Source: an optimization exercise on an open RTL-to-GDS flow (aim: small area, a short achievable clock period and few clock cycles). Production flows keep margins and buffers that such runs may drop.
At most, simulation tests tie the RTL to the original design; equivalence was not proved.

==> module crack_partial, before the edit <==
module crack_partial(
    input clk,
    input rst_n,
    input [31:0]lower_bound,
    input [31:0]upper_bound,
    input [127:0]hash_answer,
    output [31:0]answer,
    output reg answer_found,
    output reg done);
    localparam [31:0] H0 = 32'h67452301;
    localparam [31:0] H1 = 32'hefcdab89;
    localparam [31:0] H2 = 32'h98badcfe;
    localparam [31:0] H3 = 32'h10325476;
    localparam [31:0] KW0 = 32'h6edff7a9;
    localparam [31:0] KW1 = 32'h18f7e786;
    function [31:0] sum_eq_bits;
        input [31:0] x, y, z;
        reg [32:0] c;
        integer k;
        begin
            c[0] = 1'b0;
            for (k = 0; k < 32; k = k + 1)
                c[k+1] = (x[k] & y[k]) | ((x[k] ^ y[k]) & ~z[k]);
            sum_eq_bits = ~(x ^ y ^ z ^ c[31:0]);
        end
    endfunction
    function [31:0] bswap;
        input [31:0] x;
        bswap = {x[7:0], x[15:8], x[23:16], x[31:24]};
    endfunction
    function [31:0] bcd_inc;
        input [31:0] x;
        reg cy;
        integer k;
        begin
            cy = 1'b1;
            for (k = 0; k < 8; k = k + 1) begin
                if (cy) bcd_inc[4*k +: 4] = (x[4*k +: 4] == 4'd9) ? 4'd0 : x[4*k +: 4] + 4'd1;
                else    bcd_inc[4*k +: 4] = x[4*k +: 4];
                cy = cy & (x[4*k +: 4] == 4'd9);
            end
        end
    endfunction
    function [31:0] w0d;
        input [31:0] x;
        w0d = {4'd0, x[19:16], 4'd0, x[23:20], 4'd0, x[27:24], 4'd0, x[31:28]};
    endfunction
    function [31:0] w1d;
        input [31:0] x;
        w1d = {4'd0, x[3:0], 4'd0, x[7:4], 4'd0, x[11:8], 4'd0, x[15:12]};
    endfunction
    reg [31:0] aP, aB, aC, aD;   
    reg [31:0] akw;              
    reg [1:0]  awsel;            
    reg [5:0]  ar;               
    reg [3:0]  afs;              
    reg [31:0] acand;            
    reg        arun, apend, avfy, avm;
    reg [31:0] kP, kB, kC;       
    reg [31:0] S;                
    reg [5:0]  kr;
    reg [3:0]  kco;              
    reg [31:0] kcand;
    reg        krun, kpend, kvfy, kvm;
    reg [7:0]  kmn;              
    reg [31:0] nx;               
    reg [31:0] ub;               
    wire [31:0] kw2_unused;
    wire [1:0]  fine_n;
    md5_tab tab1 (.r(ar), .kw2(kw2_unused), .fine(fine_n));
    wire [31:0] S_n;
    md5_s1 s1 (.fs(afs), .fine(fine_n), .P(aP), .B(aB), .C(aC), .D(aD), .S(S_n));
    wire [31:0] wd = awsel[0] ? w0d(acand) : awsel[1] ? w1d(acand) : 32'd0;
    wire [31:0] ps = aD ^ akw ^ wd;
    wire [31:0] pc = (aD & akw) | (aD & wd) | (akw & wd);
    wire [31:0] P_n;
    add32 padd (.x(ps), .y({pc[30:0], 1'b0}), .s(P_n));
    reg [31:0] hc;
    always @(*) begin
        case (ar[1:0])
            2'd1: hc = H0;
            2'd2: hc = H3;
            2'd3: hc = H2;
            default: hc = H1;
        endcase
    end
    reg [31:0] hw;
    always @(*) begin
        case (ar[1:0])
            2'd1: hw = bswap(hash_answer[127:96]);
            2'd2: hw = bswap(hash_answer[31:0]);
            2'd3: hw = bswap(hash_answer[63:32]);
            default: hw = bswap(hash_answer[95:64]);
        endcase
    end
    wire [31:0] mb = sum_eq_bits(aB, hc, hw);
    wire [7:0] mn_n = {&mb[31:28], &mb[27:24], &mb[23:20], &mb[19:16],
                       &mb[15:12], &mb[11:8], &mb[7:4], &mb[3:0]};
    wire [31:0] Q;
    md5_s2 s2 (.coarse(kco), .S(S), .B(kB), .Q(Q));
    wire [31:0] kw2_n;
    wire [1:0]  fine_unused;
    md5_tab tab2 (.r(kr), .kw2(kw2_n), .fine(fine_unused));
    wire km      = &kmn;
    wire chk61   = krun & ~kvfy & (kr == 6'd61);
    wire fin     = krun & kvfy & (kr == 6'd0);
    wire fail    = (chk61 & ~km) | (fin & ~(kvm & km));
    wire hit     = fin & kvm & km;
    wire need    = fail | kpend;
    wire exh     = nx > ub;
    wire restart = need & ~exh & ~done;
    wire a_alive = restart | (krun & ~need);
    wire k_alive = arun | apend;
    wire [5:0] r1 = kr + 6'd1;
    reg  [3:0] fs_n;
    always @(*) begin
        case (r1[5:4])
            2'd0: fs_n = 4'b0001;
            2'd1: fs_n = 4'b0010;
            2'd2: fs_n = 4'b0100;
            default: fs_n = 4'b1000;
        endcase
    end
    wire [1:0] wsel_n = {kr == 6'd14 || kr == 6'd34 || kr == 6'd53,
                         kr == 6'd17 || kr == 6'd39 || kr == 6'd46};
    always @(posedge clk) begin
        S <= S_n;
        kP <= P_n;
        kB <= aB;
        kC <= aC;
        kr <= ar;
        kco <= 4'b0001 << ar[1:0];
        kvfy <= avfy;
        kvm <= avm;
        kmn <= mn_n;
        ub <= upper_bound;
        if (restart) begin
            aP <= KW0 + w0d(nx);
            aB <= H1;
            aC <= H2;
            aD <= H3;
            ar <= 6'd0;
            afs <= 4'b0001;
            akw <= KW1;
            awsel <= 2'b10;
            avfy <= 1'b0;
        end else begin
            aP <= kP;
            aB <= Q;
            aC <= kB;
            aD <= kC;
            ar <= r1;
            afs <= fs_n;
            akw <= kw2_n;
            awsel <= wsel_n;
            avfy <= kvfy | chk61;
        end
        avm <= (kr == 6'd62) ? km : (kvm & km);
        acand <= restart ? nx : kcand;
        kcand <= acand;
    end
    always @(posedge clk) begin
        if (!rst_n) begin
            nx <= lower_bound;
            arun <= 1'b0;
            krun <= 1'b0;
            apend <= 1'b1;
            kpend <= 1'b1;
            done <= 1'b0;
            answer_found <= 1'b0;
        end else begin
            if (restart) nx <= bcd_inc(nx);
            else if (hit & ~done) nx <= kcand;
            arun <= a_alive;
            apend <= 1'b0;
            krun <= arun;
            kpend <= apend;
            if (!done) begin
                done <= hit | (~a_alive & ~k_alive);
                answer_found <= hit;
            end
        end
    end
    assign answer = nx;
endmodule
clock: 12.0 ns
lec_check: 0
abc_area: 1
cap_margin: 5
core_margin: 2
core_utilization: 40
cts_cluster_diameter: 150
cts_cluster_size: 25
slew_margin: 5
tns_end_percent: 0
standard.sh (not shown) runs the stock make flow with config.mk's settings and CLKGATE_MAP_FILE= SYNTH_SCRIPT=/design/flow/synth_recipe.tcl, a recipe that flattens the netlist after the stock synthesis.
==> flow/flow/run.sh <==
#!/bin/bash
# Layout flow: the standard flow, with two changes after synthesis:
#  - repair_timing aims for a larger setup slack than the flow settings allow
#    (flow/margin.txt, ns), so that the resizer speeds the design up beyond
#    the clock period (which stays the design's);
#  - the buffer that every input and output port gets is a plain buf_1
#    rather than the delay cell buffer_ports picks by default.
set -euo pipefail
MARGIN=$(cat flow/margin.txt)
bash standard.sh synth > synth.log 2>&1
sed "s/\"\\\${@:-finish}\"/SETUP_SLACK_MARGIN=${MARGIN} \"\${@:-finish}\"/" standard.sh > standard_margin.sh
grep -q "SETUP_SLACK_MARGIN=${MARGIN}" standard_margin.sh
export BUFFER_PORTS_ARGS="-buffer_cell sky130_fd_sc_hd__buf_1"
bash standard_margin.sh finish > layout.log 2>&1
==> flow/flow/margin.txt <==
8.5
Testbench counts at the start, summed over its fixed seeds: cycles 82,876.
Then changed:
--- a/flow/design.v
+++ b/flow/design.v
@@ -173,7 +173,7 @@
     reg        krun, kpend, kvfy, kvm;
     reg [7:0]  kmn;              
     reg [31:0] nx;               
-    reg [31:0] ub;               
+    reg        exh;              
     wire [31:0] kw2_unused;
     wire [1:0]  fine_n;
     md5_tab tab1 (.r(ar), .kw2(kw2_unused), .fine(fine_n));
@@ -216,7 +216,6 @@
     wire fail    = (chk61 & ~km) | (fin & ~(kvm & km));
     wire hit     = fin & kvm & km;
     wire need    = fail | kpend;
-    wire exh     = nx > ub;
     wire restart = need & ~exh & ~done;
     wire a_alive = restart | (krun & ~need);
     wire k_alive = arun | apend;
@@ -242,7 +241,6 @@
         kvfy <= avfy;
         kvm <= avm;
         kmn <= mn_n;
-        ub <= upper_bound;
         if (restart) begin
             aP <= KW0 + w0d(nx);
             aB <= H1;
@@ -271,6 +269,7 @@
     always @(posedge clk) begin
         if (!rst_n) begin
             nx <= lower_bound;
+            exh <= lower_bound > upper_bound;
             arun <= 1'b0;
             krun <= 1'b0;
             apend <= 1'b1;
@@ -279,6 +278,7 @@
             answer_found <= 1'b0;
         end else begin
             if (restart) nx <= bcd_inc(nx);
+            if (restart && nx == upper_bound) exh <= 1'b1;
             else if (hit & ~done) nx <= kcand;
             arun <= a_alive;
             apend <= 1'b0;
=> Utilization rose by 0.22 points; routed wire length rose by a few percent; cell count rose by a few percent; first-iteration DRC count fell by roughly a tenth; design area rose by a few percent; non-clock buffer count fell by 5; synthesized cell count rose by a little under a tenth.
For the second run of this note, only the layout was checked, not whether the RTL still works.

-- port drivers added, routing unchanged --
In the flow no input, the clock included, has a driving cell. The finished layouts below were timed again as built, in two steps. Step 1 assumes that a clkbuf_16 drives the clock port and a buf_2 every other input. Step 2 times the ports against the registers' clock, not the clock port: input delays grow and output delays shrink by t, the midpoint of the rising clock arrivals with the driver on. Three values: ideal ports, drivers, drivers and shift; two values: the first two.
run | t, ns | setup WS [ns] | worst setup path at the end
the first run | 0.627 | 8.323 / 8.263 / 7.743 | input to register
the second run | 0.631 | 8.346 / 8.284 / 7.826 | input to register
After both steps every run listed still meets setup and hold. The setup slack of the first run, which loses most, moves by -0.060 ns with the drivers and by -0.580 ns with both steps.
